Source: an optimization exercise on an open RTL-to-GDS flow (aim: small area). Production flows keep margins and buffers that such runs may drop. In this exercise RTL edits were held to simulation tests only and were not proved equivalent to the original. Power figures rest on the tool's default switching activity, not on a simulated workload.

== zinc ==
// xst
module xst(
	input		clk_i,
	input		reset_i,
	input		rxd_i,
	input	[63:0]	dat_i,
	input		txreg_we_i,
	input		txregr_we_i,
	input		txreg_oe_i,
	input		txregr_oe_i,
	input	[15:0]	txbaud_i,
	input	[5:0]	bits_i,
	output		txd_o,
	output reg	txc_o,
	output		idle_o,
	output reg [15:0] brg_o,
	output reg [5:0] bits_o,
	output	[63:0]	dat_o
);
==> flow/config.mk <==
export PLATFORM = sky130hd
export DESIGN_NAME = xst
export DESIGN_NICKNAME = xst
export VERILOG_FILES = /design/flow/design.v
export SDC_FILE = /design/flow/constraint.sdc
export NUM_CORES = 4
export LEC_CHECK = 0
export ABC_AREA = 1
export CAP_MARGIN = 20
export CORE_MARGIN = 2
export CORE_UTILIZATION = 65
export PLACE_DENSITY = 0.8
export SLEW_MARGIN = 20
==> flow/constraint.sdc <==
create_clock -name core_clock -period 5.0 [get_ports {clk_i}]
set_input_delay 1.0000 -clock core_clock [delete_from_list [all_inputs] [get_ports {clk_i}]]
set_output_delay 1.0000 -clock core_clock [all_outputs]
set_load 0.01 [all_outputs]
standard.sh (not shown) runs the stock make flow with config.mk's settings and CLKGATE_MAP_FILE= SYNTH_SCRIPT=/design/flow/synth_recipe.tcl, a recipe that flattens the netlist after the stock synthesis.
==> flow/flow/run.sh <==
#!/bin/bash
# Own layout flow: the standard synthesis, then the logic replaced by a hand-mapped netlist
# that keeps the standard synthesis's flip-flops (same instance names and cell type), then the standard flow's
# standard layout with the smallest plain buffer on each port and a leaner clock tree.
set -euo pipefail
W=$PWD
F=$W/flow
R=$W/orfs/results/$FLOW_PLATFORM/xst/base
# 1. standard synthesis, unchanged
bash standard.sh synth > synth.log 2>&1
cp $R/1_2_yosys.v $W/standard_synth.v
# 2. hand-mapped logic around the standard flip-flops
python3 $F/handmap.py $W/standard_synth.v $W/hand.v > handmap.log 2>&1
cp $W/hand.v $R/1_2_yosys.v
rm -f $R/1_synth.odb $R/1_synth.sdc
# 3. the rest of the standard layout
export BUFFER_PORTS_ARGS="-buffer_cell sky130_fd_sc_hd__buf_1"
if [[ -f $F/cts_args ]]; then export CTS_ARGS="$(cat $F/cts_args)"; fi
bash standard.sh > layout.log 2>&1
==> flow/flow/cts_args <==
-sink_clustering_enable -repair_clock_nets -buf_list sky130_fd_sc_hd__clkbuf_8 -dont_use_dummy_load
Other scripts of this flow, unchanged in this note and not shown: flow/flow/handmap.py
### zinc -> raven
# zinc
export LEC_CHECK = 0
export ABC_AREA = 1
export CAP_MARGIN = 20
export CORE_MARGIN = 2
export CORE_UTILIZATION = 65
export PLACE_DENSITY = 0.8
export SLEW_MARGIN = 20
create_clock -name core_clock -period 5.0 [get_ports {clk_i}]
# raven
export LEC_CHECK = 0
export ABC_AREA = 1
export CAP_MARGIN = 20
export CORE_MARGIN = 2
export CORE_UTILIZATION = 40
export SLEW_MARGIN = 20
create_clock -name core_clock -period 5.0 [get_ports {clk_i}]
==> flow/flow/cts_args <==
-root_buf sky130_fd_sc_hd__clkbuf_8 -buf_list sky130_fd_sc_hd__clkbuf_4 -sink_clustering_enable -repair_clock_nets -dont_use_dummy_load
Notes after the runs:
When raven is measured against zinc, its reg-to-reg setup timing slack turns out 190 ps higher.
Between zinc and raven, cell area is higher for raven, zinc comes in under that.
~same total power in zinc and raven
Cmp zinc and raven / maximum fanout count along the critical path / lower: zinc
Note that the standard cell core area recorded for zinc amounts to 0.61 times the value seen in raven.
Share of the cycle needed by the critical path after routing in raven is 3.7 points below zinc.
Between zinc and raven, starting density of the core is lower for raven, zinc comes in above that.
Hold slack ends up higher on zinc.
Input changes introduced in cedar (baseline for comparison: raven):
# raven
export LEC_CHECK = 0
export ABC_AREA = 1
export CAP_MARGIN = 20
export CORE_MARGIN = 2
export CORE_UTILIZATION = 40
export SLEW_MARGIN = 20
create_clock -name core_clock -period 5.0 [get_ports {clk_i}]
# cedar
export LEC_CHECK = 0
export ABC_AREA = 1
export CAP_MARGIN = 20
export CORE_MARGIN = 2
export CORE_UTILIZATION = 65
export SLEW_MARGIN = 20
create_clock -name core_clock -period 5.0 [get_ports {clk_i}]
==> flow/flow/cts_args <==
-sink_clustering_enable -repair_clock_nets -buf_list sky130_fd_sc_hd__clkbuf_8 -dont_use_dummy_load
Termination of the worst setup path = srn[21]: raven; termination of the worst setup path = bits_o[5]: cedar. Of the two candidates, raven has the better total via count in the routed design and cedar the worse one. From raven to cedar the numbers moved as follows: headroom to the max-slew limit rose by 0.27 points; global-route wire length before repair has decreased. Minimum setup slack after placement for cedar is lower than for raven. On power in sequential cells, cedar and raven are basically level. Area growth from synthesis to final layout ended up 1.9 points lower on cedar than on raven. Between cedar and raven, the final core area utilization is lower for raven. Taking raven as the reference point, the worst path setup slack after routing of cedar falls by 260 ps.
Relative to cedar, the following input files were edited for quartz:
# cedar
export LEC_CHECK = 0
export ABC_AREA = 1
export CAP_MARGIN = 20
export CORE_MARGIN = 2
export CORE_UTILIZATION = 65
export SLEW_MARGIN = 20
create_clock -name core_clock -period 5.0 [get_ports {clk_i}]
# quartz
export LEC_CHECK = 0
export ABC_AREA = 1
export CAP_MARGIN = 20
export CORE_MARGIN = 2
export CORE_UTILIZATION = 40
export SLEW_MARGIN = 20
create_clock -name core_clock -period 5.0 [get_ports {clk_i}]
==> comparison <==
cedar did not stop at any stage, and its layout met the timing, DRC and antenna checks.
quartz finished all stages; the layout is clean.
The clock network area share on cedar is in line with that on quartz.
The run with more routed wire is quartz, not cedar.
Max data-path buffer share of cell area in the final layout across quartz and cedar: quartz
[inputs] onyx vs quartz
# quartz
export LEC_CHECK = 0
export ABC_AREA = 1
export CAP_MARGIN = 20
export CORE_MARGIN = 2
export CORE_UTILIZATION = 40
export SLEW_MARGIN = 20
create_clock -name core_clock -period 5.0 [get_ports {clk_i}]
# onyx
export LEC_CHECK = 0
export ABC_AREA = 1
export CAP_MARGIN = 0
export CORE_MARGIN = 2
export CORE_UTILIZATION = 65
export PLACE_DENSITY = 0.8
export SLEW_MARGIN = 0
create_clock -name core_clock -period 5.0 [get_ports {clk_i}]
- bits_o[4] as the launch point of the critical path was reported by quartz, and bits_o[3] by onyx.
- Post-route total power: quartz vs onyx — no meaningful difference
- Compared with quartz, onyx shows routed length per placed instance higher by 1.3 um.
- In onyx the detailed-routed wire length on met3 turned out 7.2% higher than in quartz.
- Per the comparison of onyx with quartz, final standard cell area without fillers shows a reduction of 95 um2; final critical-path setup slack lost 190 ps; sum of routed wire length over all layers fell by about 1.8%; ratio of total power to cell area has increased.
- Post-route minimum period in onyx is 190 ps higher than in quartz
- On switching part of the total power: onyx sits above quartz.
- A last element of the critical path of srn[21] is what quartz shows, while bits_o[5] belongs to onyx.
- Looking at period utilization, onyx sits 3.7 points above quartz.
Modified inputs, harbor compared to onyx
# onyx
export LEC_CHECK = 0
export ABC_AREA = 1
export CAP_MARGIN = 0
export CORE_MARGIN = 2
export CORE_UTILIZATION = 65
export PLACE_DENSITY = 0.8
export SLEW_MARGIN = 0
create_clock -name core_clock -period 5.0 [get_ports {clk_i}]
# harbor
export LEC_CHECK = 0
export ABC_AREA = 1
export CAP_MARGIN = 20
export CORE_MARGIN = 2
export CORE_UTILIZATION = 40
export SLEW_MARGIN = 20
create_clock -name core_clock -period 5.0 [get_ports {clk_i}]
==> flow/flow/cts_args <==
-buf_list sky130_fd_sc_hd__clkbuf_8 -repair_clock_nets -dont_use_dummy_load
Results
- ~same post-synth design cell area in onyx and harbor
- Relative to onyx, worst hold margin has decreased by 15 ps in harbor.
- Clock period minus final worst setup slack (higher): onyx
- harbor -> onyx: number of optimization iterations in the first detailed-route pass delta 0, exact match
- Net load switching power: harbor vs onyx down about 1%
- Per the final summary, harbor finished and its layout is clean on timing, DRC and antenna.
- Comparing onyx and harbor, the higher placement-stage cell area was measured on harbor.
- Against onyx as the reference, harbor delivers a lower critical path depth.
- onyx and harbor ended up with roughly the same power.
- Fraction of the cycle the final worst path needs: harbor vs onyx down 3.7 points
- The run showing the smaller maximum net fanout on the critical path is onyx.
- Overall die height, onyx and harbor: lower on onyx

-- afterwards: timing with drivers on the ports --
Ports are ideal in the flow. The routed layouts listed here were re-timed in OpenROAD.
Step 1: set_driving_cell puts a clkbuf_16 on clk_i and a buf_2 on each other input, an assumption about the parent block.
Step 2 times the ports against the registers' clock, not the clock port: input delays grow and output delays shrink by t, the midpoint of the rising clock arrivals with the driver on.
Slacks: ideal / step 1 / step 2; pairs: ideal / step 1.
| run | shift t [ns] | setup slack, ns | clock arrival spread, ns | slew at the worst register clock pin (ns) | worst data-port slew with drivers (ns) |
|---|---|---|---|---|---|
| zinc | 0.374 | 0.475 / 0.475 / 0.475 | 0.024 / 0.024 | 0.09 / 0.09 | 0.06 |
| raven | 0.375 | 0.661 / 0.661 / 0.661 | 0.026 / 0.026 | 0.09 / 0.09 | 0.06 |
| cedar | 0.382 | 0.398 / 0.398 / 0.398 | 0.016 / 0.015 | 0.08 / 0.08 | 0.05 |
| quartz | 0.375 | 0.661 / 0.661 / 0.661 | 0.026 / 0.026 | 0.09 / 0.09 | 0.06 |
| onyx | 0.374 | 0.475 / 0.475 / 0.475 | 0.024 / 0.024 | 0.09 / 0.09 | 0.06 |
| harbor | 0.375 | 0.661 / 0.661 / 0.661 | 0.026 / 0.026 | 0.09 / 0.09 | 0.06 |
After both steps every run listed still meets setup and hold.
